This is an optimization exercise on Yosys and OpenROAD, whose aim is small area, a short achievable clock period and few clock cycles, not a production implementation.
Only simulation tests tie the RTL to the original design; equivalence was not proved.

<file path="flow/design.v">
`timescale 1ns / 100ps
module fpu_double( clk, rst, enable, rmode, fpu_op, opa, opb, out, ready, underflow,
overflow, inexact, exception, invalid);
input		clk;
input		rst;
input		enable;
input	[1:0]	rmode;
input	[2:0]	fpu_op;
input	[63:0]	opa, opb;
output	[63:0]	out;
output		ready;
output		underflow;
output		overflow;
output		inexact;
output		exception;
output		invalid;
reg [63:0] out;
reg ready, underflow, overflow, inexact, exception, invalid;
localparam [4:0]
  S_IDLE = 5'd0,
  S_A1   = 5'd1,  S_A1B = 5'd2,  S_A2  = 5'd3,  S_SN  = 5'd4,
  S_M    = 5'd5,  S_MC  = 5'd6,  S_MS0 = 5'd7,  S_MSR = 5'd8,  S_MSL = 5'd9,  S_MFIN = 5'd10,
  S_D    = 5'd11, S_D29 = 5'd12, S_D30 = 5'd13,
  S_DN   = 5'd14, S_DE1 = 5'd15, S_DE2 = 5'd16, S_DR1 = 5'd17, S_DR2 = 5'd18,
  S_DP   = 5'd19, S_DPS = 5'd20, S_DFIN = 5'd21,
  S_RND  = 5'd22, S_DE3 = 5'd23, S_DE4 = 5'd24;
localparam [2:0] C_ADD = 3'd0, C_SUB = 3'd1, C_MUL = 3'd2, C_DIV = 3'd3, C_FIN = 3'd4, C_FINR = 3'd5;
reg [4:0] st;
reg [4:0] st_nx;
reg [31:0] oh;    
reg en_d;
wire idle = oh[S_IDLE];
wire start = enable & ~en_d;
reg [63:0] A, B;
reg [1:0]  OPR, RMR;
reg a_zero, b_zero, a_inf, b_inf, a_qnan, b_qnan, a_snan, b_snan;
reg an, bn;            
reg agt, aeq;          
reg [10:0] dab, dba;   
reg  [3:0] mgt, meq;   
wire mge = mgt[3] | (meq[3] & (mgt[2] | (meq[2] & (mgt[1] | (meq[1] & (mgt[0] | meq[0]))))));
wire [10:0] diff = agt ? dab : dba;
wire [10:0] ea_p = opa[62:52], eb_p = opb[62:52];
wire an_p = |ea_p, bn_p = |eb_p;
wire [10:0] dab_p = ea_p - eb_p;
wire [11:0] dba_p = {1'b0, eb_p} - {1'b0, ea_p};
wire agt_p = dba_p[11];
wire [10:0] ea = A[62:52], eb = B[62:52];
wire sa = A[63], sb = B[63];
reg [63:0] X, Y;       
reg [59:0] R;          
reg [55:0] Q, QM;      
reg        qprev;      
reg        r0c, r1c;   
reg        neg3;       
reg        Dh;         
reg [11:0] E, E2;      
reg        e_is0, e_ge2, e_is1;
reg        c_add, c_sub, c_mul, c_div, c_finr;
reg        first;       
reg        sgn;
reg        stk;        
reg [6:0]  cnt;
reg [11:0] cnt2;
reg        esub;
reg        mfast;
reg        et0, dright;
reg        cpa_sub1;    
wire       cpa_cin = cpa_sub1 | (oh[S_MC] & r0c);
wire [63:0] cpa_y = {Y[63:1], Y[0] | (oh[S_MC] & r1c)};
wire [63:0] cpa = X + cpa_y + {63'b0, cpa_cin};
wire a_den = ~an, b_den = ~bn;
wire a_ge_b = agt | (aeq & mge);
wire [55:0] fa = {1'b0, an, A[51:0], 2'b00};
wire [55:0] fb = {1'b0, bn, B[51:0], 2'b00};
wire [55:0] LA = a_ge_b ? fa : fb;
wire lnsd = agt ? (b_den & an) : (a_den & bn);    
wire [55:0] sh_in = agt ? (lnsd ? {fb[54:0], 1'b0} : fb) : (lnsd ? {fa[54:0], 1'b0} : fa);
wire [55:0] shifted = (|diff[10:6]) ? 56'd0 : (sh_in >> diff[5:0]);
wire small_den = agt ? b_den : a_den;
wire fix_fast = ~small_den & (diff >= 11'd55);
wire [55:0] SS = ((aeq & mge) ? fb : shifted) | {55'd0, fix_fast};
wire [10:0] el = agt ? ea : eb;
wire esub_w = OPR[0] ^ sa ^ sb;
wire sub_sign = a_ge_b ? sa : (~sb ^ (OPR == 2'b00));
wire small_nz = agt ? (|B[51:0]) : (|A[51:0]);
wire mfirst = first;
wire [52:0] Mm = {an, A[51:0]};
reg [11:0] bdig;
function [2:0] benc;
  input [2:0] b;
  benc = {b[2] & ~(b[1] & b[0]), (b == 3'b011) | (b == 3'b100), b[1] ^ b[0]};
endfunction
wire [8:0] bsrc_cap = {opb[7:0], 1'b0};
wire [8:0] bsrc_m = {Q[15:8], Q[7]};
wire [11:0] bdig_cap = {benc(bsrc_cap[8:6]), benc(bsrc_cap[6:4]), benc(bsrc_cap[4:2]), benc(bsrc_cap[2:0])};
wire [11:0] bdig_m = {benc(bsrc_m[8:6]), benc(bsrc_m[6:4]), benc(bsrc_m[4:2]), benc(bsrc_m[2:0])};
wire [55:0] row0, row1, row2, row3;
wire n0 = bdig[2], n1 = bdig[5], n2 = bdig[8], n3 = bdig[11];
fpu_booth_row br0(.one(bdig[0]), .two(bdig[1]), .neg(bdig[2]), .m(Mm), .row(row0));
fpu_booth_row br1(.one(bdig[3]), .two(bdig[4]), .neg(bdig[5]), .m(Mm), .row(row1));
fpu_booth_row br2(.one(bdig[6]), .two(bdig[7]), .neg(bdig[8]), .m(Mm), .row(row2));
fpu_booth_row br3(.one(bdig[9]), .two(bdig[10]), .neg(bdig[11]), .m(Mm), .row(row3));
wire [55:0] us = X[63:8];
wire [55:0] uc = Y[63:8];
wire [63:0] ma_in0 = {8'b0, us};
wire [63:0] ma_in1 = {8'b0, uc};
wire [63:0] ma_in2 = {1'b0, 1'b1, 1'b0, 1'b1, 1'b0, 1'b1, 1'b0, 1'b1, row0};
wire [63:0] ma_in3 = {6'b0, row1, 1'b0, n0};
wire [63:0] ma_in4 = {4'b0, row2, 1'b0, n1, 2'b0};
wire [63:0] ma_in5 = {2'b0, row3, 1'b0, n2, 4'b0};
wire [63:0] l1s_a = ma_in0 ^ ma_in1 ^ ma_in2;
wire [63:0] l1c_a = {((ma_in0 & ma_in1) | (ma_in0 & ma_in2) | (ma_in1 & ma_in2)), 1'b0};
wire [63:0] l1s_b = ma_in3 ^ ma_in4 ^ ma_in5;
wire [63:0] l1c_b = {((ma_in3 & ma_in4) | (ma_in3 & ma_in5) | (ma_in4 & ma_in5)), 1'b0};
wire [63:0] l2s = l1s_a ^ l1c_a ^ l1s_b;
wire [63:0] l2c = {((l1s_a & l1c_a) | (l1s_a & l1s_b) | (l1c_a & l1s_b)), 1'b0};
wire [63:0] l3s = l2s ^ l2c ^ l1c_b;
wire [63:0] l3c = {((l2s & l2c) | (l2s & l1c_b) | (l2c & l1c_b)), 1'b0};
wire [7:0] lo_s = X[7:0];
wire [9:0] retire = {2'b0, lo_s} + {2'b0, Y[7:1], r1c} + {3'b0, neg3, 6'b0} + {9'b0, r0c};
wire dfirst = first;
wire dfast;
wire [52:0] Dv = {Dh, B[51:0]};
wire [55:0] ws = X[55:0];
wire [55:0] wc = Y[55:0];
reg  [2:0] qr;    
wire q_neg = qr[2], q_two = qr[1], q_one = qr[0];
wire q_pos = (q_two | q_one) & ~q_neg;
wire [57:0] qD4 = q_two ? {2'b0, Dv, 3'b0} : q_one ? {3'b0, Dv, 2'b0} : 58'd0;
wire [57:0] dT = q_pos ? ~qD4 : qD4;
wire [57:0] w4s = {ws, 2'b00};
wire [57:0] w4c = {wc, 2'b00};
wire [57:0] ns = w4s ^ w4c ^ dT;
wire [57:0] nc = {((w4s & w4c) | (w4s & dT) | (w4c & dT)), q_pos};
reg  [3:0] qh;    
wire [57:0] D2x = {2'b0, Dv, 3'b0}, D1x = {3'b0, Dv, 2'b0};
wire [55:48] dTn = ({8{qh[3]}} & ~D2x[55:48]) | ({8{qh[2]}} & ~D1x[55:48])
                 | ({8{qh[1]}} & D1x[55:48]) | ({8{qh[0]}} & D2x[55:48]);
wire [55:48] w4sn = ws[53:46], w4cn = wc[53:46];
wire [55:49] nsn = w4sn[55:49] ^ w4cn[55:49] ^ dTn[55:49];
wire [55:49] ncn = (w4sn[54:48] & w4cn[54:48]) | (w4sn[54:48] & dTn[54:48]) | (w4cn[54:48] & dTn[54:48]);
wire [6:0] yhat = nsn + ncn;
wire [2:0] qd;
fpu_srt_sel qs(.y(yhat), .d(Dv[51:49]), .q(qd));
wire q1two = ((opb[51:49] == 3'd0) & opa[51]) | ((opb[51:49] == 3'd1) & opa[51] & opa[50])
           | ((opb[51:49] == 3'd2) & (&opa[51:49]));
wire [2:0] qd1 = {1'b0, q1two, ~q1two};
wire [1:0] qmag = q_two ? 2'd2 : q_one ? 2'd1 : 2'd0;
wire [55:0] Q_nx  = q_neg ? {QM[53:0], 2'd0 - qmag} : {Q[53:0], qmag};
wire [55:0] QM_nx = (q_pos) ? {Q[53:0], qmag - 2'd1} : {QM[53:0], 2'd3 - qmag};
wire wneg = R[55];
wire rmsb_f = wneg ? QM[0] : Q[0];
wire [1:0] cmul = {1'b0, wneg} + {1'b0, rmsb_f};
wire [52:0] zx = R[54:2];
wire [52:0] zy = cmul == 2'd1 ? Dv : cmul == 2'd2 ? {Dv[51:0], 1'b0} : 53'd0;
wire zdiv = ~|((zx ^ zy) ^ {(zx[51:0] | zy[51:0]), 1'b0});
wire [11:0] d_et  = {1'b0, ea} + 12'd1023;
wire        d_uf1 = {1'b0, eb} > d_et;
wire [11:0] d_uft1 = d_uf1 ? ({1'b0, eb} - d_et) : 12'd0;
wire [11:0] d_ef1 = d_et - {1'b0, eb};
wire [11:0] d_ef2 = d_uf1 ? 12'd0 : d_ef1;
wire [11:0] f_ef4 = d_uf1 ? 12'd0 : d_ef1;
reg dfast_r;
assign dfast = dfast_r;
wire dfast_p = an_p & bn_p & (dba_p[11] | (dba_p[10:0] < 11'd1023));
wire [11:0] m_et0 = {1'b0, ea} + {1'b0, eb};
reg  [11:0] m_et;
wire        m_egt = m_et > 12'd1021;
wire [11:0] m_e1 = m_et - 12'd1022;
wire [11:0] m_e2 = m_egt ? m_e1 : 12'd0;
wire [11:0] m_eu = 12'd1022 - m_et;
wire [56:0] V = R[59:3];
wire shr = (c_add & V[55]) | c_finr;
wire shl = (c_sub & ~V[54] & V[53] & e_ge2) | (c_mul & ~V[54]) | (c_div & ~V[54] & ~e_is1);
wire shn = ~shr & ~shl;
wire ralt = (c_add & (V[55] | (e_is0 & V[54]))) | ((c_sub | c_mul | c_div) & ~V[54]);
wire [63:0] rnd_out;
wire [4:0]  rnd_flags;
fpu_round_exc rx(.v(V), .shn(shn), .shr(shr), .shl(shl), .st(stk | (|R[2:0])),
  .e1(E), .e2(E2), .ealt(ralt), .s(sgn), .rm(RMR), .op(OPR),
  .a_zero(a_zero), .b_zero(b_zero), .a_inf(a_inf), .b_inf(b_inf),
  .a_qnan(a_qnan), .b_qnan(b_qnan), .a_snan(a_snan), .b_snan(b_snan),
  .sa(sa), .sb(sb), .pa(A[50:0]), .pb(B[50:0]),
  .out(rnd_out), .flags(rnd_flags));
wire sub_slow = c_sub & ~V[54] & ~V[53];
wire sn_done = V[54] | ~e_ge2 | ~|V;
wire msl_go = (E != 12'd0) & (cnt2 < 12'd53) & ~R[57];
wire dabort = ~dfast;
always @* begin
  st_nx = st;
  case (st)
    S_IDLE: if (start) st_nx = (fpu_op[1:0] == 2'b10) ? S_M : (fpu_op[1:0] == 2'b11) ? S_D : S_A1;
    S_A1: st_nx = (small_den & ~aeq) ? S_A1B : S_A2;
    S_A1B: st_nx = S_A2;
    S_A2: st_nx = S_RND;
    S_SN: if (sn_done) st_nx = S_RND;
    S_M: if (cnt == 7'd6) st_nx = S_MC;
    S_MC: st_nx = mfast ? S_RND : S_MS0;
    S_MS0: st_nx = (a_zero | b_zero) ? S_RND : m_egt ? S_MSL : S_MSR;
    S_MSR: if (cnt2 == 12'd0) st_nx = S_MFIN;
    S_MSL: if (~msl_go) st_nx = S_MFIN;
    S_MFIN: st_nx = S_RND;
    S_D: if (first & dabort) st_nx = S_DN;
         else if (cnt == 7'd27) st_nx = S_D29;
    S_D29: st_nx = S_D30;
    S_D30: st_nx = S_RND;
    S_DN: if (X[52] | (cnt == 7'd53)) st_nx = S_DE1;
    S_DE1: if (Dh | (cnt == 7'd53)) st_nx = S_DE4;
    S_DE4: st_nx = S_DR1;
    S_DR1: st_nx = S_DR2;
    S_DR2: st_nx = (cnt == 7'd1) ? S_DP : S_DR1;
    S_DP: st_nx = S_DPS;
    S_DPS: if (cnt2 == 12'd0) st_nx = S_DFIN;
    S_DFIN: st_nx = S_RND;
    S_RND: st_nx = sub_slow ? S_SN : S_IDLE;
    default: st_nx = S_IDLE;
  endcase
end
always @(posedge clk) begin
  if (rst) begin
    st <= S_IDLE;
    oh <= 32'd1 << S_IDLE;
    en_d <= 1'b0;
    ready <= 1'b0;
  end else begin
    st <= st_nx;
    oh <= 32'd1 << st_nx;
    en_d <= enable;
    if (oh[S_IDLE] & start) ready <= 1'b0;
    if (oh[S_RND] & ~sub_slow) ready <= 1'b1;
  end
end
always @(posedge clk) begin
  cpa_sub1 <= (st_nx == S_A2) ? esub_w : (st_nx == S_DR1);
  first <= (st_nx != st);
end
always @(posedge clk) begin
  if (oh[S_RND] & ~sub_slow) begin
    out <= rnd_out;
    {underflow, overflow, inexact, exception, invalid} <= rnd_flags;
  end
end
wire dstep = oh[S_D] & ~(first & dabort);
wire dn_sha = oh[S_DN] & ~X[52] & (cnt != 7'd53);
wire dr2_upd = oh[S_DR2] & (cnt != 7'd1);
wire [63:0] Xcap = (fpu_op[1:0] == 2'b10) ? {1'b1, 63'd0} : {11'd0, an_p, opa[51:0]};
wire x_hold = ~(oh[S_IDLE] | oh[S_A1] | oh[S_M] | dstep | dn_sha | oh[S_DE4] | dr2_upd);
wire xf = oh[S_M] | dstep;
wire [63:0] X_fast = oh[S_M] ? l3s : {8'd0, ns[55:0]};
wire [63:0] X_slow =
    ({64{oh[S_IDLE]}} & Xcap)
  | ({64{oh[S_A1]}} & {5'd0, LA, 3'd0})
  | ({64{dn_sha}} & {X[63:53], X[51:0], 1'b0})
  | ({64{oh[S_DE4]}} & {10'd0, X[53:0]})
  | ({64{dr2_upd}} & {X[63:54], (R[59] ? {X[52:0], 1'b0} : {R[52:0], 1'b0})})
  | ({64{x_hold}} & X);
wire [63:0] X_nx = xf ? X_fast : X_slow;
wire a1b_fix = small_nz & (esub ? &Y : ~|Y);
wire y_hold = ~(oh[S_IDLE] | oh[S_A1] | oh[S_M] | dstep | oh[S_DE4] | oh[S_A1B]);
wire [63:0] Y_fast = oh[S_M] ? l3c : {8'd0, nc[55:0]};
wire [63:0] Y_slow =
    ({64{oh[S_A1]}} & ({5'd0, SS, 3'd0} ^ {64{esub_w}}))
  | ({64{oh[S_A1B]}} & {Y[63:4], Y[3] ^ a1b_fix, Y[2:0]})
  | ({64{oh[S_DE4]}} & ~{11'd0, Dv})
  | ({64{y_hold}} & Y);
wire [63:0] Y_nx = xf ? Y_fast : Y_slow;
wire r_cpa = oh[S_A2] | oh[S_MC] | oh[S_D29] | oh[S_DR1];
wire sn_sh = oh[S_SN] & ~sn_done;
wire ms_zero = oh[S_MS0] & ((a_zero | b_zero) | (~m_egt & (m_eu >= 12'd106)));
wire p_shr = (oh[S_MSR] & (cnt2 != 12'd0)) | (oh[S_MSL] & ~msl_go & (E == 12'd0));
wire p_shl = oh[S_MSL] & msl_go;
wire dps_go = oh[S_DPS] & (cnt2 != 12'd0);
wire q_shr = dps_go & dright;
wire q_shl = dps_go & ~dright;
wire r_hold = ~(r_cpa | sn_sh | ms_zero | p_shr | p_shl | oh[S_D30] | oh[S_DP] | q_shr | q_shl | oh[S_DFIN]);
wire [59:0] R_nx =
    ({60{r_cpa}} & cpa[59:0])
  | ({60{sn_sh}} & {R[58:0], 1'b0})
  | ({60{p_shr}} & {R[59:58], 1'b0, R[57:1]})
  | ({60{p_shl}} & {R[59:58], R[56:0], Q[55]})
  | ({60{oh[S_D30]}} & {2'b00, (wneg ? QM[54:0] : Q[54:0]), 3'b000})
  | ({60{oh[S_DP]}} & {2'b00, Q[54:0], 3'b000})
  | ({60{q_shr}} & {R[59:58], 1'b0, R[57:4], R[2:0]})
  | ({60{q_shl}} & {R[59:58], R[56:3], Q[55], R[2:0]})
  | ({60{oh[S_DFIN]}} & {1'b0, E2[0], R[57:0]})
  | ({60{r_hold}} & R);
wire q_hold = ~(oh[S_IDLE] | oh[S_M] | dstep | ms_zero | p_shr | p_shl | oh[S_DE4] | oh[S_DR2] | oh[S_DP] | q_shr | q_shl);
wire [55:0] Q_nx2 =
    ({56{oh[S_IDLE]}} & {3'd0, bn_p, opb[51:0]})
  | ({56{oh[S_M]}} & {retire[7:0], Q[55:8]})
  | ({56{dstep}} & Q_nx)
  | ({56{ms_zero}} & ((a_zero | b_zero) ? Q : 56'd0))
  | ({56{p_shr}} & {R[0], Q[55:9], Q[7:0]})
  | ({56{p_shl}} & {Q[54:8], 1'b0, Q[7:0]})
  | ({56{oh[S_DR2]}} & {Q[54:0], ~R[59]})
  | ({56{oh[S_DP]}} & {X[52:0], 3'b000})
  | ({56{q_shr}} & {R[3], Q[55:4], Q[2:0]})
  | ({56{q_shl}} & {Q[54:3], 1'b0, Q[2:0]})
  | ({56{q_hold}} & Q);
always @(posedge clk) begin
  qr <= oh[S_IDLE] ? qd1 : qd;
  qh <= oh[S_IDLE] ? {qd1[1], qd1[0], 2'b00} : {~qd[2] & qd[1], ~qd[2] & qd[0], qd[2] & qd[0], qd[2] & qd[1]};
  bdig <= oh[S_IDLE] ? bdig_cap : bdig_m;
  X <= X_nx;
  Y <= Y_nx;
  R <= R_nx;
  Q <= Q_nx2;
  if (dstep) QM <= QM_nx;
end
always @(posedge clk) begin
  case (st)
  S_IDLE: begin
    A <= opa; B <= opb; OPR <= fpu_op[1:0]; RMR <= rmode;
    a_zero <= ~|opa[62:0];
    b_zero <= ~|opb[62:0];
    a_inf  <= (&ea_p) & ~|opa[51:0];
    b_inf  <= (&eb_p) & ~|opb[51:0];
    a_qnan <= (&ea_p) & (|opa[51:0]) & opa[51];
    b_qnan <= (&eb_p) & (|opb[51:0]) & opb[51];
    a_snan <= (&ea_p) & (|opa[51:0]) & ~opa[51];
    b_snan <= (&eb_p) & (|opb[51:0]) & ~opb[51];
    an <= an_p; bn <= bn_p;
    agt <= agt_p; aeq <= (ea_p == eb_p);
    dab <= dab_p; dba <= dba_p[10:0];
    mgt <= {opa[51:39] > opb[51:39], opa[38:26] > opb[38:26], opa[25:13] > opb[25:13], opa[12:0] > opb[12:0]};
    meq <= {opa[51:39] == opb[51:39], opa[38:26] == opb[38:26], opa[25:13] == opb[25:13], opa[12:0] == opb[12:0]};
    Dh <= bn_p;
    dfast_r <= dfast_p;
    qprev <= 1'b0; r0c <= 1'b0; r1c <= 1'b0; neg3 <= 1'b0;
    cnt <= 7'd0; cnt2 <= 12'd0;
    stk <= 1'b0;
    c_add <= 1'b0; c_sub <= 1'b0; c_mul <= 1'b0; c_div <= 1'b0; c_finr <= 1'b0;
  end
  S_A1: begin
    E <= {1'b0, el};
    esub <= esub_w;
    sgn <= esub_w ? sub_sign : sa;
  end
  S_A2: begin
    E2 <= esub ? ((E >= 12'd2) ? E - 12'd1 : 12'd0) : {1'b0, E[10:0] + 11'd1};
    c_add <= ~esub; c_sub <= esub;
    e_is0 <= (E == 12'd0);
    e_ge2 <= (E >= 12'd2);
  end
  S_SN: begin
    if (sn_done) begin
      if (~V[54]) E <= 12'd0;
      c_sub <= 1'b0;
    end else begin
      E <= E - 12'd1;
      e_ge2 <= (E >= 12'd3);
    end
  end
  S_M: begin
    qprev <= Q[7];
    r0c <= |retire[9:8]; r1c <= retire[9];
    neg3 <= n3;
    cnt <= cnt + 7'd1;
    if (cnt == 7'd1) m_et <= m_et + {11'd0, ~an} + {11'd0, ~bn};
    if (mfirst) begin
      m_et <= m_et0;
      sgn <= sa ^ sb;
    end
    if (cnt == 7'd2) mfast <= an & bn & m_egt & (m_e2 >= 12'd2);
  end
  S_MC: begin
    stk <= |Q[55:8];
    E <= m_e2; E2 <= m_e2 - 12'd1;
    c_mul <= mfast;
    cnt2 <= 12'd0;
  end
  S_MS0: begin
    if (a_zero | b_zero) begin
      stk <= 1'b0; E <= 12'd0;
    end else if (~m_egt) begin
      E <= 12'd0;
      cnt2 <= (m_eu >= 12'd106) ? 12'd0 : m_eu + 12'd1;
    end
  end
  S_MSR: if (cnt2 != 12'd0) cnt2 <= cnt2 - 12'd1;
  S_MSL: begin
    if (msl_go) begin cnt2 <= cnt2 + 12'd1; E <= E - 12'd1; end
  end
  S_MFIN: stk <= |Q[55:8];
  S_D: begin
    if (first & dabort) begin
      cnt <= 7'd0;
      cnt2 <= d_uft1;
      E <= d_ef2;
      sgn <= sa ^ sb;
    end else begin
      cnt <= cnt + 7'd1;
      if (first) begin sgn <= sa ^ sb; E <= f_ef4; end
    end
  end
  S_D30: begin
    stk <= ~zdiv;
    E2 <= E - 12'd1;
    e_is1 <= (E == 12'd1);
    c_div <= 1'b1;
  end
  S_DN: begin    
    if (dn_sha) begin
      cnt <= cnt + 7'd1;
      if (cnt != 7'd0) begin
        if (E != 12'd0) E <= E - 12'd1; else cnt2 <= cnt2 + 12'd1;
      end
    end else cnt <= 7'd0;
  end
  S_DE1: begin   
    if (~Dh & (cnt != 7'd53)) begin
      {Dh, B[51:0]} <= {B[51:0], 1'b0};
      cnt <= cnt + 7'd1;
      if (cnt != 7'd0) E <= E + 12'd1;
    end
  end
  S_DE4: begin
    et0 <= (E == 12'd0);
    cnt <= 7'd55;
  end
  S_DR2: cnt <= cnt - 7'd1;
  S_DP: begin
    E <= a_zero ? 12'd0 : ((Q[54] | et0) ? E : E - 12'd1);
    E2 <= {11'd0, |((Q[54] | et0) ? E : E - 12'd1)};    
    cnt2 <= et0 ? ((cnt2 > 12'd51) ? 12'd52 : cnt2) : ((Q[54] | (E == 12'd1)) ? 12'd1 : 12'd2);
    dright <= et0;
    c_finr <= 1'b1;
  end
  S_DPS: if (cnt2 != 12'd0) cnt2 <= cnt2 - 12'd1;
  S_DFIN: stk <= R[3] | (|Q[55:3]);
  default: ;
  endcase
end
endmodule
`timescale 1ns / 100ps
module fpu_booth_row(one, two, neg, m, row);
input		one, two, neg;
input	[52:0]	m;
output	[55:0]	row;
wire [54:0] pp = ({55{one}} & {2'b00, m}) | ({55{two}} & {1'b0, m, 1'b0});
assign row = {~neg, pp ^ {55{neg}}};
endmodule
`timescale 1ns / 100ps
module fpu_srt_sel(y, d, q);
input	[6:0]	y;
input	[2:0]	d;
output	[2:0]	q;
reg signed [7:0] m2, m1, m0, mn1;
always @* begin
  case (d)
    3'd0: begin m2 = 12; m1 = 4; m0 = -4; mn1 = -13; end
    3'd1: begin m2 = 14; m1 = 4; m0 = -6; mn1 = -15; end
    3'd2: begin m2 = 15; m1 = 4; m0 = -6; mn1 = -16; end
    3'd3: begin m2 = 16; m1 = 4; m0 = -6; mn1 = -18; end
    3'd4: begin m2 = 18; m1 = 6; m0 = -8; mn1 = -20; end
    3'd5: begin m2 = 20; m1 = 6; m0 = -8; mn1 = -20; end
    3'd6: begin m2 = 20; m1 = 8; m0 = -8; mn1 = -22; end
    default: begin m2 = 24; m1 = 8; m0 = -8; mn1 = -24; end
  endcase
end
wire signed [7:0] ys = {y[6], y};
wire ge2 = ys >= m2;
wire ge1 = ys >= m1;
wire ge0 = ys >= m0;
wire gen1 = ys >= mn1;
assign q[2] = ~ge0;                           
assign q[1] = ge2 | ~gen1;                    
assign q[0] = (ge1 & ~ge2) | (~ge0 & gen1);   
endmodule
`timescale 1ns / 100ps
module fpu_round_exc(v, shn, shr, shl, st, e1, e2, ealt, s, rm, op, a_zero, b_zero, a_inf, b_inf,
  a_qnan, b_qnan, a_snan, b_snan, sa, sb, pa, pb, out, flags);
input	[56:0]	v;
input		shn, shr, shl;    
input		st;               
input	[11:0]	e1, e2;
input		ealt;             
input		s;
input	[1:0]	rm;
input	[1:0]	op;
input		a_zero, b_zero, a_inf, b_inf, a_qnan, b_qnan, a_snan, b_snan, sa, sb;
input	[50:0]	pa, pb;
output	[63:0]	out;
output	[4:0]	flags;    
wire [53:2] mf = ({52{shn}} & v[53:2]) | ({52{shr}} & v[54:3]) | ({52{shl}} & v[52:1]);
wire m54 = (shn & v[54]) | (shr & v[55]) | (shl & v[53]);
wire m1  = (shn & v[1]) | (shr & v[2]) | (shl & v[0]);
wire m0  = (shn & v[0]) | (shr & v[1]) | st;
wire ones_c = &v[52:3];
wire zeros_c = ~|v[52:3];
wire ones = ones_c & ((shn & v[53] & v[2]) | (shr & v[54] & v[53]) | (shl & v[2] & v[1]));
wire zeros = zeros_c & ((shn & ~v[53] & ~v[2]) | (shr & ~v[54] & ~v[53]) | (shl & ~v[2] & ~v[1]));
wire [53:0] w = {v[54:1]} | {52'd0, shr, shn | shr};
wire [53:0] wi = w + 54'd1;
wire [53:2] finc = ({52{shn}} & wi[52:1]) | ({52{shr}} & wi[53:2]) | ({52{shl}} & wi[51:0]);
wire rn = (rm == 2'b00), rz = (rm == 2'b01), rp = (rm == 2'b10), rmi = (rm == 2'b11);
wire gs = m1 | m0;
wire trig = (rn & m1) | (rp & ~s & gs) | (rmi & s & gs);
wire ov = m54 & ones;
wire [51:0] frac = trig ? finc : mf;
wire [11:0] e = ealt ? e2 : e1;
wire einc = trig & ov;
wire [11:0] ef = e + {11'd0, einc};
wire e1_big = e1 > 12'd2046, e1_big1 = e1 > 12'd2045;
wire e2_big = e2 > 12'd2046, e2_big1 = e2 > 12'd2045;
wire e1_z = (e1[10:0] == 11'd0), e1_z1 = (e1[10:0] == 11'h7ff);
wire e2_z = (e2[10:0] == 11'd0), e2_z1 = (e2[10:0] == 11'h7ff);
wire ebig = ealt ? (einc ? e2_big1 : e2_big) : (einc ? e1_big1 : e1_big);
wire ezero = ealt ? (einc ? e2_z1 : e2_z) : (einc ? e1_z1 : e1_z);
wire in_z = ezero & (trig ? ones : zeros);
wire add = (op == 2'b00), sub = (op == 2'b01), mul = (op == 2'b10), dv = (op == 2'b11);
wire apinf = a_inf & ~sa, aninf = a_inf & sa, bpinf = b_inf & ~sb, bninf = b_inf & sb;
wire nan_in = a_qnan | b_qnan | a_snan | b_snan;
wire snan_in = a_snan | b_snan;
wire a_nan = a_qnan | a_snan;
wire div_by_0 = dv & b_zero & ~a_zero;
wire div_0_0 = dv & b_zero & a_zero;
wire div_ii = dv & a_inf & b_inf;
wire div_by_inf = dv & ~a_inf & b_inf;
wire mul_0i = mul & ((a_inf & b_zero) | (a_zero & b_inf));
wire mul_inf = mul & (a_inf | b_inf) & ~mul_0i;
wire div_inf = dv & a_inf & ~b_inf;
wire asii = (add & apinf & bninf) | (add & aninf & bpinf) | (sub & apinf & bpinf) | (sub & aninf & bninf);
wire asi = (add | sub) & (a_inf | b_inf) & ~asii;
wire oit0 = asi | mul_inf | div_inf | div_by_0;
wire oit = oit0 | ebig;
wire irdt = (oit & ~s & rmi) | (oit & s & rp) | (oit & rz);
wire mul_uf0 = mul & ~a_zero & ~b_zero;
wire div_uf0 = dv & ~a_zero;
wire uft = div_by_inf | ((mul_uf0 | div_uf0) & in_z);
wire inv = snan_in | asii | mul_0i | div_0_0 | div_ii;
wire ovf = oit & ~nan_in;
wire inx = (gs | oit | uft) & ~nan_in;
wire exc = inv | ovf | uft | inx;
wire nan_out = nan_in | inv;
wire snan_t = inv & ~snan_in;
wire [62:0] nan0 = a_nan ? {11'h7ff, 1'b1, pa} : {11'h7ff, 1'b1, pb};
wire [62:0] nano = snan_t ? {11'h7ff, 2'b01, pa[49:0]} : nan0;
wire [62:0] oinf = irdt ? {11'h7fe, {52{1'b1}}} : {11'h7ff, 52'd0};
wire [62:0] body = nan_out ? nano : oit ? oinf : uft ? 63'd0 : {ef[10:0], frac};
assign out = {s, body};
assign flags = {uft, ovf, inx, exc, inv};
endmodule
</file>
<file path="flow/config.mk">
export PLATFORM = sky130hd
export DESIGN_NAME = fpu_double
export DESIGN_NICKNAME = fpu_double
export VERILOG_FILES = /design/flow/design.v
export SDC_FILE = /design/flow/constraint.sdc
export NUM_CORES = 8
export LEC_CHECK = 0
export ABC_CLOCK_PERIOD_IN_PS = 3000
export CAP_MARGIN = 20
export CORE_MARGIN = 2
export CORE_UTILIZATION = 40
export PLACE_DENSITY = 0.45
export SETUP_SLACK_MARGIN = 4.2
export SLEW_MARGIN = 20
</file>
<file path="flow/run.sh">
#!/bin/bash
# synth_recipe.tcl (not shown) runs the flow's synth.tcl, then flattens the netlist and writes it again
# the make line also repeats each setting of config.mk as NAME=value (left out here)
make -C /OpenROAD-flow-scripts/flow DESIGN_CONFIG=/design/flow/config.mk WORK_HOME=/design/flow/orfs CLKGATE_MAP_FILE= SYNTH_SCRIPT=/design/flow/synth_recipe.tcl finish
</file>
<file path="flow/constraint.sdc">
create_clock -name core_clock -period 7.5 [get_ports {clk}]
set_input_delay 1.5000 -clock core_clock [delete_from_list [all_inputs] [get_ports {clk}]]
set_output_delay 1.5000 -clock core_clock [all_outputs]
set_load 0.01 [all_outputs]
</file>
==> results of run 1 <==
-- synth_stat cells (24+ instances only) --
library cell    n
nand4_1       116
a222oi_1      110
mux2i_1       244
nor4_1        137
a221o_1       189
o221ai_1       60
o21ai_0       384
o2111ai_1      35
clkbuf_1      676
nand2b_1       61
and3_1         29
a22oi_1       458
o21bai_1       25
o211ai_1       32
ha_1          300
mux2_2        121
o22ai_1        84
nand2_1       633
a21o_1         82
or2_2          24
dfxtp_1       293
or3_1          31
edfxtp_1      371
and2_1         40
fa_1          293
a221oi_1      132
o31ai_1        26
xnor2_1       360
o221ai_2       25
xor2_1        207
a31oi_1        45
a211oi_1      101
nor2_1        350
a21oi_1       648
mux4_2         39
inv_1         702
nand3_1       151
buf_1         110
o221a_2        24
nor3_1        112
nor2b_1        81
-- final cells by class --
class / instances / area, sq um / area share, %
Multi-Input combinational cell: 6102 / 53140 / 58.33
Sequential cell: 664 / 17300 / 18.99
Timing Repair Buffer: 1139 / 11920 / 13.08
Tap cell: 2325 / 2909 / 3.193
Inverter: 713 / 2755 / 3.024
Clock buffer: 127 / 2606 / 2.860
Clock inverter: 42 / 431.7 / 0.4738
Antenna cell: 20 / 50.05 / 0.05493
-- worst min-delay path by stage --
stage                       start            end
floorplan           X[62]$_DFF_P_  X[62]$_DFF_P_
global placement    X[62]$_DFF_P_  X[62]$_DFF_P_
detailed placement  X[62]$_DFF_P_  X[62]$_DFF_P_
CTS                 X[62]$_DFF_P_  X[62]$_DFF_P_
global route        X[62]$_DFF_P_  X[62]$_DFF_P_
finish              X[62]$_DFF_P_  X[62]$_DFF_P_
-- tightest hold or removal path: stages (launching register included) --
cell	delay (ps)
dfxtp_1	310
nand2_1	50
nand2_1	40
-- per-layer routing --
metal  vias up  routed length [microns]  GRT usage (%)  share of wire, %
li1      31610                        -              -                 -
met1     38490                   157400          56.84                35
met2      6383                   183500          68.65                41
met3      1714                    55030          14.67                12
met4        14                    52810          44.71                12
met5         -                      396         0.5108             0.088
-- registers in the layout (all words and copies together), names as in the netlist, 5 cells and up --
| signal | count |
|---|---|
| out | 64 |
| B | 64 |
| cnt2 | 12 |
| Q | 56 |
| dba | 10 |
| bdig | 12 |
| oh | 21 |
| Y | 64 |
| st | 5 |
| E | 12 |
| E2 | 12 |
| dab | 11 |
| X | 64 |
| QM | 55 |
| A | 64 |
| m_et | 12 |
| R | 60 |
| cnt | 7 |
-- cell families (layout without fill, tap and decap cells) --
| logic type | after synthesis | in the layout | synth area share [%] |
|---|---|---|---|
| flops | 664 | 664 | 24.26 |
| mux | 404 | 404 | 6.682 |
| compound gates | 2655 | 2655 | 26.73 |
| simple gates | 1875 | 1883 | 13.10 |
| other cells | 0 | 20 | 0 |
| fa+ha+maj | 593 | 593 | 13.72 |
| xor+xnor | 567 | 567 | 7.085 |
| buf+inv | 1533 | 2021 | 8.410 |
-- timing repair --
| item | 4_1_cts | 5_1_grt |
|---|---|---|
| gates cloned | 33 | 13 |
| hold buffers | 0 | 0 |
| resized for setup | 1033 | 628 |
| setup buffers | 467 | 162 |
| setup endpoints to repair | 475 | 358 |
| pin swaps | 206 | 332 |
==> impl_metrics.csv, run 1 <==
group,metric,value,unit
drt,dr.pass1.iters,11,
timing,rsz0062_at_grt,"yes",
drt,routed_via_density,7.025,
floorplanning,ios,206,
synthesis,synth_ff_type,"edfxtp_1",
critical_path,r2r-end,"out[19]$_DFFE_PP_",
critical_path,crit_family,"simple AND/OR/NAND/NOR gates",
synthesis,synth_area_leaders,"edfxtp_1, dfxtp_1, fa_1",
global_routing,grtUsageTotal,47.92,%
timing,worst_pin_slew,1330,ps
critical_path,start_kind,"flop",
timing,min_period,4012,ps
synthesis,avgSynthCellArea,8.454,sq um
critical_path,worstPathArrival,4620,ps
cells_and_area,final_nets,9439,
job,max_cap_viol_count,0,
clocking,root_buffer,"clkbuf_16",
cells_and_area,layout-drive-gt1-share,26.14,%
critical_path,cpPeakStageDelay,730,ps
floorplanning,dieArea,0.1786,sq mm
placed_design,dp_cells,10270,
clocking,clock_latency,800,ps
synthesis,ys_ff_latch,664,
clocking,cts.sinks,664,
timing,fmaxAchievable,249.2,MHz
drt,avgRoutedWirePerCell,40.35,microns
drt,drt_iter0_markers,13200,
cells_and_area,layout.cells.non_filler,11130,
timing,setup_tns,0,ps
placed_design,pre_cts_ws,2078,ps
critical_path,critPathCapture,"out[19]$_DFFE_PP_",
drt,vias,78210,
cells_and_area,final_common_cell,"inv_1",
timing,setup_viol,0,
synthesis,yosysUniqueCellTypes,96,
critical_path,r2r_setup_slack,3490,ps
cells_and_area,layout_common_cells,"inv_1, buf_4, nand2_1",
global_routing,antenna_found_initial,24,
critical_path,cp.required,8110,ps
cells_and_area,nFillCells,16230,
clocking,cts_made_buffers,90,
synthesis,yosysWarnings,2,
global_routing,grt_pass1_vias,72110,
critical_path,critPathCaptureType,"flop",
synthesis,synth_largest_area_cell,"edfxtp_1",
timing,fin_hold_ws,444.0,ps
cells_and_area,design_area,0.09112,sq mm
synthesis,synth_area,0.07009,sq mm
hold_path,whs_path_depth,2,
critical_path,r2r.worst_path.cells,14,
hold_path,holdCritPathClass,"reg -> reg",
critical_path,critical_path_buf_inv_count,4,
synthesis,syn_inst,8291,
critical_path,cp_max_fo,9,
status,status,"finished clean",
critical_path,path_cells,"and4_1, and4_1, nand4bb_1, or4b_4, nor3_4, mux2i_2, a32oi_4, buf_12, nor2_4, nand2b_4, buf_12, buf_12, buf_16, o221ai_2",
critical_path,crit_path_top_delay_cell,"dfxtp_1",
clocking,htreeDepth,3,
timing,slew_headroom,11.36,%
clocking,path_clk_slew,60,ps
drt,ant_nets,0,
critical_path,worstSetupPathType,"reg -> reg",
cells_and_area,syn_to_final_growth,30.00,%
synthesis,ys_seq_area_share,24.26,%
cells_and_area,utilization,52.36,%
floorplanning,core,0.1740,sq mm
global_routing,grt-ovfl-total,0,
floorplanning,fp-row-count,153,
drt,postRouteWirelength,449200,microns
placed_design,portBuffers,204,
timing,hold_violations,0,
drt,route.detailed.drc,0,
global_routing,grt_max_degree,123,
floorplanning,initial_core_util,40.28,%
timing,skew,30.06,ps
floorplanning,die_w,422.6,microns
placed_design,place_congestion,1.085,
placed_design,placedInstanceArea,0.07445,sq mm
clocking,tritoncts,"built",
floorplanning,die_y,422.6,microns
clocking,clockBufferDepth,3,
synthesis,synth_edf_count,371,
global_routing,grt_pass1_wl,601200,microns
critical_path,cpMostUsedCell,"buf_12",
critical_path,crit_start,"R[43]$_DFF_P_",
synthesis,syn_nets,9020,
timing,worst_slack,3488,ps
synthesis,async_flop_share,0,%
critical_path,path_depth,14,
placed_design,place_hpwl,312500,microns
critical_path,r2r_start,"R[43]$_DFF_P_",
timing,drv_slew,0,
timing,fin_crit_sh,53.50,%
synthesis,synth_top_area_share,15.89,%
Testbench counts, summed over its fixed seeds: cycles 25,837.
==> inputs of run 2 (changes only) <==
--- a/flow/design.v
+++ b/flow/design.v
@@ -74,7 +74,7 @@
 wire [55:0] fa = {1'b0, an, A[51:0], 2'b00};
 wire [55:0] fb = {1'b0, bn, B[51:0], 2'b00};
 wire [55:0] LA = a_ge_b ? fa : fb;
-wire lnsd = agt ? (b_den & an) : (a_den & bn);    
+reg  lnsd;            
 wire [55:0] sh_in = agt ? (lnsd ? {fb[54:0], 1'b0} : fb) : (lnsd ? {fa[54:0], 1'b0} : fa);
 wire [55:0] shifted = (|diff[10:6]) ? 56'd0 : (sh_in >> diff[5:0]);
 wire small_den = agt ? b_den : a_den;
@@ -323,6 +323,7 @@
     an <= an_p; bn <= bn_p;
     agt <= agt_p; aeq <= (ea_p == eb_p);
     dab <= dab_p; dba <= dba_p[10:0];
+    lnsd <= agt_p ? (~bn_p & an_p) : (~an_p & bn_p);
     mgt <= {opa[51:39] > opb[51:39], opa[38:26] > opb[38:26], opa[25:13] > opb[25:13], opa[12:0] > opb[12:0]};
     meq <= {opa[51:39] == opb[51:39], opa[38:26] == opb[38:26], opa[25:13] == opb[25:13], opa[12:0] == opb[12:0]};
     Dh <= bn_p;
@@ -501,11 +502,13 @@
 wire [51:0] frac = trig ? finc : mf;
 wire [11:0] e = ealt ? e2 : e1;
 wire einc = trig & ov;
-wire [11:0] ef = e + {11'd0, einc};
+wire [11:0] e1p = e1 + 12'd1, e2p = e2 + 12'd1;
+wire [11:0] ef = ealt ? (einc ? e2p : e2) : (einc ? e1p : e1);
 wire e1_big = e1 > 12'd2046, e1_big1 = e1 > 12'd2045;
 wire e2_big = e2 > 12'd2046, e2_big1 = e2 > 12'd2045;
 wire e1_z = (e1[10:0] == 11'd0), e1_z1 = (e1[10:0] == 11'h7ff);
 wire e2_z = (e2[10:0] == 11'd0), e2_z1 = (e2[10:0] == 11'h7ff);
+wire ebig0 = ealt ? e2_big : e1_big;       
 wire ebig = ealt ? (einc ? e2_big1 : e2_big) : (einc ? e1_big1 : e1_big);
 wire ezero = ealt ? (einc ? e2_z1 : e2_z) : (einc ? e1_z1 : e1_z);
 wire in_z = ezero & (trig ? ones : zeros);
@@ -538,7 +541,10 @@
 wire [62:0] nan0 = a_nan ? {11'h7ff, 1'b1, pa} : {11'h7ff, 1'b1, pb};
 wire [62:0] nano = snan_t ? {11'h7ff, 2'b01, pa[49:0]} : nan0;
 wire [62:0] oinf = irdt ? {11'h7fe, {52{1'b1}}} : {11'h7ff, 52'd0};
-wire [62:0] body = nan_out ? nano : oit ? oinf : uft ? 63'd0 : {ef[10:0], frac};
+wire early_inf = oit0 | ebig0;
+wire irdt0 = (early_inf & ~s & rmi) | (early_inf & s & rp) | (early_inf & rz);
+wire [62:0] oinf0 = irdt0 ? {11'h7fe, {52{1'b1}}} : {11'h7ff, 52'd0};
+wire [62:0] body = nan_out ? nano : early_inf ? oinf0 : div_by_inf ? 63'd0 : {ef[10:0], frac};
 assign out = {s, body};
 assign flags = {uft, ovf, inx, exc, inv};
 endmodule
==> run 2 against run 1 <==
Via count up 1.4%. Die area down 0.48%. Synthesized cell count down 0.65%. Still clean. Final area up 0.96%. Sequential cell count up 1. Register-to-register slack worse by 130 ps. Sequential share of layout area down 0.26 points. First-iteration DRC count down 4.7%. Count of clock-buffer cells in the layout down 16.
==> impl_metrics.csv, run 2 <==
group,metric,value,unit
floorplanning,dieArea,0.1777,sq mm
timing,skew,49.44,ps
critical_path,cp_max_fo,2,
synthesis,yosysWarnings,2,
cells_and_area,nFillCells,16300,
hold_path,whs_path_depth,2,
timing,fin_crit_sh,55.29,%
floorplanning,fp-row-count,153,
synthesis,syn_nets,8967,
synthesis,yosysUniqueCellTypes,109,
synthesis,async_flop_share,0,%
drt,postRouteWirelength,468200,microns
timing,worst_slack,3353,ps
hold_path,holdCritPathClass,"reg -> reg",
cells_and_area,utilization,52.98,%
placed_design,placedInstanceArea,0.07463,sq mm
floorplanning,initial_core_util,40.17,%
critical_path,r2r_start,"Y[0]$_DFF_P_",
cells_and_area,design_area,0.09199,sq mm
synthesis,synth_edf_count,372,
synthesis,ys_seq_area_share,24.43,%
synthesis,synth_most_common_cell,"nand2_1",
clocking,clockBufferDepth,3,
timing,fin_hold_ws,455.0,ps
timing,min_period,4147,ps
cells_and_area,layout.cells.non_filler,11180,
floorplanning,core,0.1736,sq mm
synthesis,ys_top_cells_by_count,"nand2_1, inv_1, clkbuf_1",
critical_path,r2r.worst_path.cells,16,
clocking,htreeDepth,3,
critical_path,r2r_setup_slack,3350,ps
clocking,path_clk_slew,60,ps
global_routing,grt_pass1_vias,73100,
clocking,cts_made_buffers,87,
synthesis,synth_top_area_share,16.02,%
critical_path,r2r-end,"R[58]$_DFF_P_",
cells_and_area,layout-drive-gt1-share,27.28,%
placed_design,place_congestion,1.081,
floorplanning,die_w,421.6,microns
critical_path,crit_start,"Y[0]$_DFF_P_",
floorplanning,ios,206,
synthesis,synth_ff_type,"edfxtp_1",
cells_and_area,syn_to_final_growth,31.89,%
synthesis,synth_largest_area_cell,"edfxtp_1",
timing,rsz0062_at_grt,"yes",
synthesis,avgSynthCellArea,8.468,sq um
global_routing,grt_max_degree,124,
clocking,root_buffer,"clkbuf_16",
timing,worst_pin_slew,1280,ps
synthesis,ys_ff_latch,665,
cells_and_area,layout_common_cells,"nand2_1, buf_4, inv_1",
clocking,tritoncts,"built",
critical_path,start_kind,"flop",
global_routing,grt-ovfl-total,0,
placed_design,pre_cts_ws,2423,ps
clocking,clock_latency,780,ps
drt,route.detailed.drc,0,
cells_and_area,final_common_cell,"nand2_1",
drt,drt_iter0_markers,12580,
job,max_cap_viol_count,0,
global_routing,antenna_found_initial,60,
status,status,"finished clean",
drt,vias,79300,
placed_design,dp_cells,10310,
timing,fmaxAchievable,241.1,MHz
critical_path,cp.required,8210,ps
placed_design,portBuffers,204,
critical_path,worstSetupPathType,"reg -> reg",
synthesis,syn_inst,8237,
floorplanning,die_y,421.6,microns
timing,setup_viol,0,
timing,slew_headroom,14.34,%
clocking,cts-hold-fix-buffers,0,
critical_path,critPathCaptureType,"flop",
hold_path,worstHoldEndpoint,"X[62]$_DFF_P_",
drt,routed_via_density,7.093,
hold_path,hold_start,"X[62]$_DFF_P_",
placed_design,place_hpwl,320500,microns
cells_and_area,final_nets,9477,
clocking,cts.sinks,665,
synthesis,synth_area,0.06975,sq mm
timing,drv_slew,0,
drt,avgRoutedWirePerCell,41.87,microns
global_routing,grtUsageTotal,49.60,%
global_routing,grt_pass1_wl,616700,microns
timing,setup_tns,0,ps
drt,dr.pass1.iters,14,
drt,ant_nets,0,
synthesis,synth_area_leaders,"edfxtp_1, dfxtp_1, fa_1",
timing,hold_violations,0,
critical_path,worstPathArrival,4850,ps
==> run 2: metal layers <==
layer | track usage [%] | part of all wire (%) | vias up
met4 | 45.75 | 12 | 20
met5 | 0.02688 | 0.073 | -
met2 | 71.73 | 41 | 6492
li1 | - | - | 31480
met1 | 56.93 | 34 | 39180
met3 | 17.87 | 14 | 2133
==> run 2: cell families (layout without fill, tap and decap cells) <==
family | Yosys count | in the layout | synth area share [%]
AOI/OAI and AO/OA | 2549 | 2554 | 25.78
and+or+nand+nor | 1962 | 1978 | 13.41
buffers and inverters | 1486 | 2047 | 8.363
DFF | 665 | 665 | 24.43
xor gates and xnor gates | 609 | 609 | 7.647
adders and majority gates | 594 | 594 | 13.81
muxes | 372 | 374 | 6.559
other | 0 | 35 | 0
==> run 2: how the worst max path moves through the flow <==
stage,slack (ps),end,cells after the start
floorplan,3980,dfast_r$_DFFE_PP_,11
global placement,2000,R[57]$_DFF_P_,12
detailed placement,2420,R[54]$_DFF_P_,16
CTS,3440,R[58]$_DFF_P_,16
global route,3380,R[58]$_DFF_P_,16
finish,3350,R[58]$_DFF_P_,16
==> run 2: cell type report <==
cell class,instances,area (sq um),share of cell area (%)
clock inverter,52,628.1,0.6828
antenna,35,87.58,0.09521
inverter,683,2673,2.905
multi-input combinational,6109,53610,58.27
tap,2325,2909,3.162
sequential,665,17230,18.73
timing repair buffer,1200,12480,13.57
timing repair inverter,1,8.758,0.009521
clock buffer,111,2370,2.576
==> run 2: what timing repair did <==
action,CTS,global route
buffers inserted,372,221
cloned,48,32
resized for setup,1065,724
setup endpoints to repair,474,378
pin swaps,226,368
==> run 2: critical path, stage by stage (launching register included) <==
cell and delay [ps]:
dfxtp_4 360, clkinvlp_4 250, nand2_2 140, fa_2 250
inv_2 50, fa_2 330, nand3b_1 200, a21oi_2 190
o211ai_1 250, o2111a_2 270, o32ai_4 280, a21oi_4 120
o31ai_4 330, a31o_4 230, a31oi_4 90, or4_4 610
nand3_2 110
Testbench counts of run 2, summed over its fixed seeds: cycles 25,837.
==> inputs of run 3 (changes only) <==
==> flow/config.mk (replaced) <==
export PLATFORM = sky130hd
export DESIGN_NAME = fpu_double
export DESIGN_NICKNAME = fpu_double
export VERILOG_FILES = /design/flow/design.v
export SDC_FILE = /design/flow/constraint.sdc
export NUM_CORES = 8
export LEC_CHECK = 0
export ABC_CLOCK_PERIOD_IN_PS = 2500
export CAP_MARGIN = 20
export CORE_MARGIN = 2
export CORE_UTILIZATION = 40
export PLACE_DENSITY = 0.45
export SETUP_SLACK_MARGIN = 4.6
export SLEW_MARGIN = 20
==> run 3 against run 2 <==
The layout now fails its checks (capacitance limit). Via count up 4.4%. Clock skew is 4.9 ps higher. Register-to-register slack improved by 80 ps. Fmax is 1.9% higher. Critical path depth increased by 1. Area after synthesis unchanged. Worst hold slack lost 8.4 ps. First-iteration DRC count up 13%. Final area is 8.2% higher. Critical path type unchanged.
==> impl_metrics.csv, run 3 <==
group,metric,value,unit
status,status,"finished with violations",
status,violations,"capacitance limit",
global_routing,grt_util_met1,59.59,%
cells_and_area,final_common_cell,"buf_4",
cells_and_area,nFillCells,15570,
timing,fin_hold_ws,446.6,ps
synthesis,synth_area_leaders,"edfxtp_1, dfxtp_1, fa_1",
clocking,clockBufferDepth,3,
clocking,cts-hold-fix-buffers,0,
hold_path,whs_path_depth,2,
global_routing,top_usage_layer,"met2",
cells_and_area,final_nets,9798,
global_routing,grt_pass1_wl,655900,microns
synthesis,synth_most_common_cell,"nand2_1",
floorplanning,die_w,421.6,microns
timing,setup_viol,0,
floorplanning,dieArea,0.1777,sq mm
drt,postRouteWirelength,495700,microns
placed_design,place_hpwl,323000,microns
timing,skew,54.33,ps
cells_and_area,layout_common_cells,"buf_4, nand2_1, inv_1",
synthesis,yosysUniqueCellTypes,109,
global_routing,antenna_found_initial,50,
critical_path,cp_max_fo,3,
clocking,path_clk_slew,60,ps
drt,avgRoutedWirePerCell,43.10,microns
global_routing,grt_pass1_vias,76780,
critical_path,r2r.worst_path.cells,17,
timing,rsz0062_at_grt,"yes",
clocking,cts.sinks,665,
synthesis,synth_edf_count,372,
critical_path,r2r-end,"R[58]$_DFF_P_",
global_routing,met3_usage,22.18,%
drt,route.detailed.drc,0,
timing,slew_headroom,-2.165,%
clocking,root_buffer,"clkbuf_16",
synthesis,synth_area,0.06975,sq mm
timing,hold_violations,0,
timing,drv_slew,7,
critical_path,worstSetupPathType,"reg -> reg",
cells_and_area,utilization,57.32,%
clocking,tritoncts,"built",
synthesis,synth_top_area_share,16.02,%
drt,routed_via_density,7.201,
synthesis,ys_top_cells_by_count,"nand2_1, inv_1, clkbuf_1",
timing,min_period,4068,ps
drt,ant_nets,0,
global_routing,grt_use_met2,74.02,%
drt,dr.pass1.iters,12,
cells_and_area,regArea,0.01720,sq mm
timing,fmaxAchievable,245.8,MHz
clocking,cts_made_buffers,86,
global_routing,grt_max_degree,127,
clocking,htreeDepth,3,
job,max_cap_viol_count,1,
drt,drt_iter0_markers,14170,
cells_and_area,syn_to_final_growth,42.70,%
critical_path,cp.required,8140,ps
cells_and_area,layout-drive-gt1-share,37.42,%
timing,fin_crit_sh,54.25,%
critical_path,start_kind,"flop",
synthesis,ys_seq_area_share,24.43,%
floorplanning,initial_core_util,40.17,%
synthesis,avgSynthCellArea,8.468,sq um
synthesis,synth_ff_type,"edfxtp_1",
hold_path,worstHoldEndpoint,"X[62]$_DFF_P_",
floorplanning,core,0.1736,sq mm
critical_path,r2r_setup_slack,3430,ps
hold_path,hold_start,"X[62]$_DFF_P_",
synthesis,syn_inst,8237,
placed_design,portBuffers,204,
global_routing,grtUsageTotal,53.01,%
placed_design,place_congestion,1.065,
critical_path,worstPathArrival,4710,ps
synthesis,syn_nets,8967,
synthesis,synth_largest_area_cell,"edfxtp_1",
drt,vias,82820,
critical_path,r2r_start,"Y[0]$_DFF_P_",
global_routing,grt-ovfl-total,0,
timing,setup_tns,0,ps
hold_path,holdCritPathClass,"reg -> reg",
floorplanning,ios,206,
timing,worst_pin_slew,1527,ps
synthesis,ys_ff_latch,665,
cells_and_area,multiInputGateArea,0.05697,sq mm
synthesis,async_flop_share,0,%
critical_path,critPathCaptureType,"flop",
floorplanning,die_y,421.6,microns
floorplanning,fp-row-count,153,
synthesis,yosysWarnings,2,
clocking,clock_latency,790,ps
-- run 3: cell counts after synthesis --
Identical to the previous run, type by type.
-- run 3: how the worst max path moves through the flow --
| stage | from | endpoint | slack (ps) | cells past startpoint |
|---|---|---|---|---|
| 6_report | Y[0]$_DFF_P_ | R[58]$_DFF_P_ | 3430 | 17 |
| 5_1_grt | Y[0]$_DFF_P_ | R[58]$_DFF_P_ | 3340 | 17 |
| 4_1_cts | Y[0]$_DFF_P_ | R[58]$_DFF_P_ | 3500 | 16 |
| 3_5_place_dp | agt$_DFFE_PP_ | Y[4]$_DFF_P_ | 2480 | 12 |
| 3_3_place_gp | agt$_DFFE_PP_ | Y[5]$_DFF_P_ | 2500 | 12 |
| 2_1_floorplan | opa[53] | dfast_r$_DFFE_PP_ | 4000 | 11 |
-- run 3: through the flow --
step | instances | setup slack (ps) | instance area (sq um)
floorplan | 8237 | 4002 | 70730
global placement | 10320 | 2499 | 75130
detailed placement | 10320 | 2478 | 75140
CTS | 11270 | 3504 | 94230
global route | 11470 | 3341 | 99450
finish | 11500 | 3432 | 99530
-- run 3: critical path: stages, from the launching register on --
cell and delay (ps):
dfxtp_4 360, clkinvlp_4 220, nand2_2 130, fa_2 240
inv_2 50, fa_2 330, nand3b_1 200, a21oi_2 260
o211ai_1 190, o2111a_2 220, o32ai_4 290, a21oi_4 120
o31ai_4 350, a31o_4 230, a31oi_4 110, buf_12 160
o2111ai_4 370, nand3_2 90
-- run 3: layout make-up --
type	instances	area share, %
Sequential cell	665	17.28
Timing Repair inverter	2	0.01760
Multi-Input combinational cell	6104	57.24
Antenna cell	38	0.09554
Timing Repair Buffer	1526	16.65
Clock inverter	37	0.5154
Tap cell	2325	2.923
Inverter	683	2.840
Clock buffer	121	2.436
-- run 3: timing repair --
item,in CTS,in global routing
gates resized for setup,2269,810
setup buffers,700,180
cloned,94,13
setup endpoints to repair,737,590
endpoints found under the hold margin,0,0
pin swaps,707,636
-- run 3: routing by layer --
metal | routed length [microns] | share of wire (%)
met1 | 163900 | 33
met2 | 195600 | 39
met3 | 70860 | 14
met4 | 65100 | 13
met5 | 230 | 0.046
-- run 3: cell families (layout without fill, tap and decap cells) --
group	Yosys count	count (layout)	share of synthesized area (%)
buffers and inverters	1486	2369	8.363
XOR/XNOR	609	609	7.647
multiplexers	372	372	6.559
AO/OA/AOI/OAI	2549	2553	25.78
flip-flops	665	665	24.43
other	0	38	0
adder cells (fa/ha/maj)	594	594	13.81
AND/OR/NAND/NOR	1962	1976	13.41
==> inputs of run 4 (changes only) <==
--- a/flow/design.v
+++ b/flow/design.v
@@ -68,7 +68,8 @@
 reg        cpa_sub1;    
 wire       cpa_cin = cpa_sub1 | (oh[S_MC] & r0c);
 wire [63:0] cpa_y = {Y[63:1], Y[0] | (oh[S_MC] & r1c)};
-wire [63:0] cpa = X + cpa_y + {63'b0, cpa_cin};
+wire [64:0] cpa_w = {X, cpa_cin} + {cpa_y, cpa_cin};
+wire [63:0] cpa = cpa_w[64:1];
 wire a_den = ~an, b_den = ~bn;
 wire a_ge_b = agt | (aeq & mge);
 wire [55:0] fa = {1'b0, an, A[51:0], 2'b00};
@@ -76,10 +77,24 @@
 wire [55:0] LA = a_ge_b ? fa : fb;
 reg  lnsd;            
 wire [55:0] sh_in = agt ? (lnsd ? {fb[54:0], 1'b0} : fb) : (lnsd ? {fa[54:0], 1'b0} : fa);
-wire [55:0] shifted = (|diff[10:6]) ? 56'd0 : (sh_in >> diff[5:0]);
+wire [3:0] sa10 = 4'b0001 << diff[1:0];
+wire [3:0] sa32 = 4'b0001 << diff[3:2];
+wire [3:0] sa54 = (|diff[10:6]) ? 4'b0000 : (4'b0001 << diff[5:4]);
+wire [55:0] sh_inx = sh_in ^ {56{esub_w}};
+wire [58:0] shx0 = {{3{esub_w}}, sh_inx};
+wire [55:0] shl1 = ({56{sa10[0]}} & shx0[55:0]) | ({56{sa10[1]}} & shx0[56:1])
+                 | ({56{sa10[2]}} & shx0[57:2]) | ({56{sa10[3]}} & shx0[58:3]);
+wire [103:0] shx1 = {{48{esub_w}}, shl1};
+wire [55:0] shl2 = ({56{sa32[0]}} & shx1[55:0]) | ({56{sa32[1]}} & shx1[59:4])
+                 | ({56{sa32[2]}} & shx1[63:8]) | ({56{sa32[3]}} & shx1[67:12]);
+wire [103:0] shx2 = {{48{esub_w}}, shl2};
+wire [55:0] shifted = ({56{sa54[0]}} & shx2[55:0]) | ({56{sa54[1]}} & shx2[71:16])
+                    | ({56{sa54[2]}} & shx2[87:32]) | ({56{sa54[3]}} & shx2[103:48])
+                    | {56{~|sa54 & esub_w}};
 wire small_den = agt ? b_den : a_den;
 wire fix_fast = ~small_den & (diff >= 11'd55);
-wire [55:0] SS = ((aeq & mge) ? fb : shifted) | {55'd0, fix_fast};
+wire [55:0] SS0 = (aeq & mge) ? (fb ^ {56{esub_w}}) : shifted;
+wire [55:0] SS = {SS0[55:1], SS0[0] ^ fix_fast};    
 wire [10:0] el = agt ? ea : eb;
 wire esub_w = OPR[0] ^ sa ^ sb;
 wire sub_sign = a_ge_b ? sa : (~sb ^ (OPR == 2'b00));
@@ -260,7 +275,7 @@
 wire y_hold = ~(oh[S_IDLE] | oh[S_A1] | oh[S_M] | dstep | oh[S_DE4] | oh[S_A1B]);
 wire [63:0] Y_fast = oh[S_M] ? l3c : {8'd0, nc[55:0]};
 wire [63:0] Y_slow =
-    ({64{oh[S_A1]}} & ({5'd0, SS, 3'd0} ^ {64{esub_w}}))
+    ({64{oh[S_A1]}} & {{5{esub_w}}, SS, {3{esub_w}}})
   | ({64{oh[S_A1B]}} & {Y[63:4], Y[3] ^ a1b_fix, Y[2:0]})
   | ({64{oh[S_DE4]}} & ~{11'd0, Dv})
   | ({64{y_hold}} & Y);
==> flow/config.mk (replaced) <==
export PLATFORM = sky130hd
export DESIGN_NAME = fpu_double
export DESIGN_NICKNAME = fpu_double
export VERILOG_FILES = /design/flow/design.v
export SDC_FILE = /design/flow/constraint.sdc
export NUM_CORES = 8
export LEC_CHECK = 0
export CAP_MARGIN = 40
export CORE_MARGIN = 2
export CORE_UTILIZATION = 40
export PLACE_DENSITY = 0.45
export SETUP_SLACK_MARGIN = 4.2
export SLEW_MARGIN = 40
==> run 4 against run 3 <==
Fmax up 6.8%. The run now finishes clean. First-iteration DRC count decreased by 9.2%. Count of clock-buffer cells in the layout is 7 lower. Critical endpoint is now qh[3]$_DFF_P_. Synthesized cell count rose by 2.5%. Global-route usage is 5.9 points lower. Critical path type unchanged. Critical path depth shrank 2. Area after synthesis increased by 1.8%.
==> impl_metrics.csv, run 4 <==
group,metric,value,unit
synthesis,synth_ff_type,"edfxtp_1",
critical_path,critPathCaptureType,"flop",
global_routing,grtUsageTotal,47.06,%
synthesis,syn_nets,9173,
synthesis,synth_top_area_share,15.74,%
timing,skew,38.86,ps
cells_and_area,layout_common_cells,"nand2_1, inv_1, buf_4",
cells_and_area,final_common_cell,"nand2_1",
drt,avgRoutedWirePerCell,39.95,microns
timing,fin_crit_sh,50.79,%
clocking,path_clk_slew,60,ps
floorplanning,die_w,425.3,microns
hold_path,holdCritPathClass,"reg -> reg",
clocking,cts-hold-fix-buffers,0,
placed_design,place_hpwl,319300,microns
global_routing,grt_pass1_wl,597300,microns
synthesis,avgSynthCellArea,8.407,sq um
synthesis,ys_seq_area_share,24.00,%
placed_design,place_congestion,1.048,
synthesis,synth_area_leaders,"edfxtp_1, dfxtp_1, fa_1",
drt,dr.pass1.iters,15,
timing,rsz0062_at_grt,"yes",
floorplanning,initial_core_util,40.26,%
status,status,"finished clean",
timing,hold_violations,0,
floorplanning,core,0.1763,sq mm
clocking,cts_made_buffers,90,
synthesis,ys_ff_latch,665,
critical_path,worstSetupPathType,"reg -> reg",
global_routing,grt_pass1_vias,72070,
clocking,cts.sinks,665,
drt,vias,77900,
synthesis,yosysWarnings,2,
timing,worst_pin_slew,1011,ps
critical_path,cp_max_fo,3,
cells_and_area,layout-drive-gt1-share,22.31,%
critical_path,cpMostUsedCell,"a21o_1",
floorplanning,fp-row-count,154,
synthesis,synth_most_common_cell,"nand2_1",
critical_path,cp.required,8170,ps
cells_and_area,syn_to_final_growth,25.06,%
timing,drv_slew,0,
placed_design,pre_cts_ws,2602,ps
synthesis,syn_inst,8443,
synthesis,synth_area,0.07098,sq mm
global_routing,grt_max_degree,118,
placed_design,portBuffers,204,
synthesis,ys_top_cells_by_count,"nand2_1, inv_1, clkbuf_1",
timing,fmaxAchievable,262.5,MHz
timing,min_period,3809,ps
clocking,tritoncts,"built",
timing,worst_slack,3691,ps
critical_path,cpPeakStageDelay,720,ps
clocking,clock_latency,800,ps
drt,ant_nets,0,
floorplanning,dieArea,0.1808,sq mm
global_routing,grt-ovfl-total,0,
critical_path,critical_path_buf_inv_count,2,
drt,routed_via_density,6.978,
critical_path,path_cells,"inv_2, a22oi_2, a22oi_2, or2_4, ha_2, fa_2, ha_4, a21o_1, a21o_1, a21o_1, a21o_1, a21oi_2, or2_4, inv_2, a221oi_2",
drt,drt_iter0_markers,12870,
synthesis,synth_edf_count,372,
drt,postRouteWirelength,446000,microns
critical_path,worstPathArrival,4480,ps
timing,setup_tns,0,ps
clocking,root_buffer,"clkbuf_16",
synthesis,yosysUniqueCellTypes,101,
timing,slew_headroom,32.21,%
job,max_cap_viol_count,0,
critical_path,start_kind,"flop",
clocking,htreeDepth,3,
cells_and_area,final_nets,9463,
critical_path,crit_family,"compound AO/OA/AOI/OAI gates",
global_routing,antenna_found_initial,24,
drt,route.detailed.drc,0,
synthesis,synth_largest_area_cell,"edfxtp_1",
timing,setup_viol,0,
critical_path,r2r_setup_slack,3690,ps
clocking,clockBufferDepth,3,
floorplanning,ios,206,
floorplanning,die_y,425.3,microns
critical_path,crit_path_top_delay_cell,"edfxtp_1",
synthesis,async_flop_share,0,%
-- run 4: changes by cell type in the layout (fill, tap and decap cells not counted), sizes merged, moves of 31 or more --
cell	change
nor2	-31
clkdlybuf4s50	+109
xnor2	+64
buf	-592
mux2i	+53
inv	+48
nand2	-39
a21oi	+52
-- run 4: path summary, 6_finish.rpt --
check	from	cells past startpoint	to
worst max-delay path	B[45]$_DFFE_PP_	15	qh[3]$_DFF_P_
worst min-delay path	X[62]$_DFF_P_	2	X[62]$_DFF_P_
worst max register to register	B[45]$_DFFE_PP_	15	qh[3]$_DFF_P_
worst min register to register	X[62]$_DFF_P_	2	X[62]$_DFF_P_
-- run 4: per-layer routing --
| layer | GRT usage (%) | wire [microns] | part of all wire, % |
|---|---|---|---|
| met2 | 68.04 | 181900 | 41 |
| met5 | 0 | 287 | 0.064 |
| met1 | 56.59 | 158100 | 35 |
| met3 | 13.17 | 53320 | 12 |
| met4 | 42.82 | 52460 | 12 |
-- run 4: area by class of cell --
cell class	count	area, sq um
multi-input combinational	6265	52650
clock buffer	114	2497
inverter	713	2775
sequential	665	17240
timing repair buffer	998	10100
antenna	14	35.03
tap	2340	2928
fill	17020	87540
clock inverter	54	540.5
-- run 4: what timing repair did --
item | CTS | global route
setup endpoints to repair | 505 | 305
pin swaps | 131 | 197
gates cloned | 23 | 17
resized for setup | 692 | 566
setup buffers | 297 | 147
-- run 4: kinds of logic after synthesis --
logic type | after synthesis | synth area share [%]
AO/OA/AOI/OAI | 2641 | 26.02
XOR/XNOR | 649 | 8.027
adder cells (fa/ha/maj) | 594 | 13.56
buffers and inverters | 1522 | 8.339
flip-flops | 665 | 24.00
multiplexers | 408 | 6.806
AND/OR/NAND/NOR | 1964 | 13.25
-- run 4: worst reg2reg max path: cells and delay by family, from the launching register on --
kind | cells | cell delay, ps
and+or+nand+nor | 2 | 430
AOI/OAI and AO/OA | 8 | 1360
buffers and inverters | 2 | 190
DFF | 1 | 720
adders and majority gates | 3 | 1010
-- run 4: per-stage QoR --
| step | util [%] | hold WS (ps) | std cells | area, sq um |
|---|---|---|---|---|
| 2_1_floorplan | - | 422.5 | 8443 | 71130 |
| 3_3_place_gp | 42.82 | 434.0 | 10480 | 75490 |
| 3_5_place_dp | 43.00 | 446.2 | 10500 | 75810 |
| 4_1_cts | 47.99 | 454.6 | 10980 | 84600 |
| 5_1_grt | 50.33 | 494.9 | 11150 | 88740 |
| 6_report | 50.35 | 448.0 | 11160 | 88770 |
Testbench counts of run 4, summed over its fixed seeds: cycles 25,837.

## what the ideal ports hide
No port has a modelled driver above. Below, the same layouts with a new extraction and two added sets of constraints. Step 1 assumes that a clkbuf_16 drives the clock port and a buf_2 every other input. Step 2 adds t to the input delays and takes it off the output delays; t is the mean of the earliest and latest rising clock arrival at the registers after step 1. Input paths then give back, and output paths get back, about the clock's delay inside the block. a / b / c = ideal / step 1 / step 2; a / b = the first two.
run | t, ns | setup WS [ns] | slew at the worst register clock pin (ns) | cell pins on the clock port's net
run 1 | 0.870 | 3.488 / 3.488 / 3.317 | 0.07 / 0.07 | 1
run 2 | 0.843 | 3.353 / 3.353 / 3.285 | 0.07 / 0.07 | 1
run 3 | 0.857 | 3.432 / 3.432 / 3.432 | 0.07 / 0.07 | 1
run 4 | 0.871 | 3.691 / 3.691 / 3.335 | 0.08 / 0.08 | 1
For run 4, which loses most, drivers alone change the setup slack by 0.000 ns; drivers and shift together by -0.356 ns.
